This design comes from an exercise in tuning for a short achievable clock period and few clock cycles on the open sky130 flow, not from production work.
The RTL was checked by simulation tests, not by an equivalence proof against the original design.
The flow treats the clock pin as an ideal source, which a real chip does not have.
Power is estimated from default activity; no workload was simulated.

run a:
==> flow/design.v <==
`timescale 1ns / 1ps
module CacheController(
    rst,
    clk,
    wr,
    rd,
    data_rd,
    data_wr,
    addr_req,
    addr_resp,
    rdy,
    busy,
    wr_mem,
    rd_mem,
    busy_mem,
    data_rd_mem,
    data_wr_mem,
    addr_mem,
    cache_miss_count,
    cache_hit_count
    );
    input  rst;
    input  clk;
    input  wr;
    input  rd;
    output [31:0] data_rd;
    reg    [31:0] data_rd;
    input  [31:0] data_wr;
    input  [31:0] addr_req;
    output [31:0] addr_resp;
    reg    [31:0] addr_resp;
    output rdy;
    reg    rdy;
    output busy;
    reg    busy;
    output  wr_mem;
    output  rd_mem;
    input   busy_mem;
    input  [31:0] data_rd_mem;
    output [31:0] data_wr_mem;
    output [31:0] addr_mem;
    output [31:0] cache_miss_count;
    output [31:0] cache_hit_count;
    reg [15:0]  cache_valid;
    reg [23:0]  cache_tag [15:0];
    wire [23:0] addr_tag   = addr_req[31:8];
    wire [3:0]  addr_index = addr_req[7:4];
    wire req = wr | rd;
    assign rd_mem      = rd;
    assign wr_mem      = wr;
    assign addr_mem    = addr_req;
    assign data_wr_mem = data_wr;
    reg [15:0] line_hit;
    integer i;
    always @(*) begin
        for (i = 0; i < 16; i = i + 1)
            line_hit[i] = (addr_index == i) && cache_valid[i] && (cache_tag[i] == addr_tag);
    end
    wire hit = |line_hit;
    reg [31:0] hit_base, hit_base1, miss_base, miss_base1;
    reg [7:0]  hit_sel, miss_sel;
    wire [31:0] hit_now, miss_now;    
    genvar g;
    generate
        for (g = 0; g < 8; g = g + 1) begin : grp
            assign hit_now[4*g+3:4*g]  = hit_sel[g]  ? hit_base1[4*g+3:4*g]  : hit_base[4*g+3:4*g];
            assign miss_now[4*g+3:4*g] = miss_sel[g] ? miss_base1[4*g+3:4*g] : miss_base[4*g+3:4*g];
        end
    endgenerate
    assign cache_hit_count  = hit_now;
    assign cache_miss_count = miss_now;
    wire [7:0] hit_carry, miss_carry;
    generate
        for (g = 0; g < 8; g = g + 1) begin : cry
            if (g == 0) begin : c0
                assign hit_carry[g]  = 1'b1;
                assign miss_carry[g] = 1'b1;
            end else begin : cn
                assign hit_carry[g]  = &hit_now[4*g-1:0];
                assign miss_carry[g] = &miss_now[4*g-1:0];
            end
        end
    endgenerate
    always @(posedge clk or posedge rst) begin
        if (rst) begin
            cache_valid <= 16'h0000;
            rdy         <= 1'b0;
            busy        <= 1'b1;
            hit_sel     <= 8'h00;
            miss_sel    <= 8'h00;
            hit_base    <= 32'd0;
            hit_base1   <= 32'd1;
            miss_base   <= 32'd0;
            miss_base1  <= 32'd1;
        end else begin
            rdy        <= req;
            busy       <= busy_mem;
            hit_sel    <= (req &&  hit) ? hit_carry  : 8'h00;
            miss_sel   <= (req && !hit) ? miss_carry : 8'h00;
            hit_base   <= hit_now;
            hit_base1  <= hit_now + 32'd1;
            miss_base  <= miss_now;
            miss_base1 <= miss_now + 32'd1;
            if (req)
                cache_valid[addr_index] <= 1'b1;
        end
    end
    always @(posedge clk) begin
        if (req)
            cache_tag[addr_index] <= addr_tag;
    end
    always @(posedge clk or posedge rst) begin
        if (rst) begin
            addr_resp <= 32'h00000000;
            data_rd   <= 32'h00000000;
        end else begin
            addr_resp <= addr_req;
            data_rd   <= data_rd_mem;
        end
    end
endmodule
export LEC_CHECK = 0
export ABC_CLOCK_PERIOD_IN_PS = 2000
export CAP_MARGIN = 20
export CORE_MARGIN = 2
export CORE_UTILIZATION = 45
export CTS_CLUSTER_DIAMETER = 80
export CTS_CLUSTER_SIZE = 40
export PLACE_DENSITY = 0.6
export SETUP_SLACK_MARGIN = 3.2
export SLEW_MARGIN = 20
create_clock -name core_clock -period 5.5 [get_ports {clk}]
standard.sh (not shown) runs the stock make flow with config.mk's settings and CLKGATE_MAP_FILE= SYNTH_SCRIPT=/design/flow/synth_recipe.tcl, a recipe that flattens the netlist after the stock synthesis.
==> flow/flow/run.sh <==
#!/bin/bash
# Standard layout with an extra timing-repair pass after clock tree synthesis
# (flow/post_cts.tcl). Each tool's full output stays in orfs/logs/; the make
# output is also kept in standard.log.
set -euo pipefail
here=$(pwd)
export POST_CTS_TCL="$here/flow/post_cts.tcl"
bash standard.sh > "$here/standard.log" 2>&1
==> flow/flow/post_cts.tcl <==
# Extra setup repair after CTS: more passes and all move types, then legalise.
estimate_parasitics -placement
report_worst_slack -max
log_cmd repair_timing -setup -setup_margin 3.4 -repair_tns 100 -max_passes 400 -verbose
detailed_placement
check_placement -verbose
estimate_parasitics -placement
report_worst_slack -max
Testbench counts of run a, summed over its fixed seeds: cycles 16,008.
## Diff of input files: run b against run a
Settings: ABC_CLOCK_PERIOD_IN_PS removed (was 2000); SETUP_SLACK_MARGIN changed from 3.2 to 2.95.
==> flow/run.sh (new file) <==
#!/bin/bash
# synth_recipe.tcl (not shown) runs the flow's synth.tcl, then flattens the netlist and writes it again
# the make line also repeats each setting of config.mk as NAME=value (left out here)
make -C /OpenROAD-flow-scripts/flow DESIGN_CONFIG=/design/flow/config.mk WORK_HOME=/design/flow/orfs CLKGATE_MAP_FILE= SYNTH_SCRIPT=/design/flow/synth_recipe.tcl finish
removed: flow/flow/run.sh
removed: flow/flow/post_cts.tcl
removed: flow/standard.sh
### Flow results
Run b vs. run a: part of the cycle the worst path needs now larger, register share of the cell area saw an increase, internal power of the cells shows a reduction of about 2%, number of standard cells in the final layout excluding fillers dropped 5.5%.

-- separate check: timing with driven ports --
How much do the figures lean on ideal ports? The routed layouts below were timed once more, with nothing changed but the port constraints. Step 1 assumes that a clkbuf_16 drives the clock port and a buf_2 every other input. Step 2 times the ports against the registers' clock, not the clock port: input delays grow and output delays shrink by t, the midpoint of the rising clock arrivals with the driver on. Slacks: ideal / step 1 / step 2; pairs: ideal / step 1.
| run | t (ns) | setup slack, ns | worst hold slack (ns) |
|---|---|---|---|
| run a | 0.641 | 2.787 / 2.725 / 2.162 | 0.469 / 0.469 / 0.469 |
| run b | 0.630 | 2.759 / 2.702 / 2.253 | 0.469 / 0.469 / 0.469 |
After both steps setup and hold are still met in every run listed. The setup slack of run a, which loses most, moves by -0.062 ns with the drivers and by -0.625 ns with both steps.
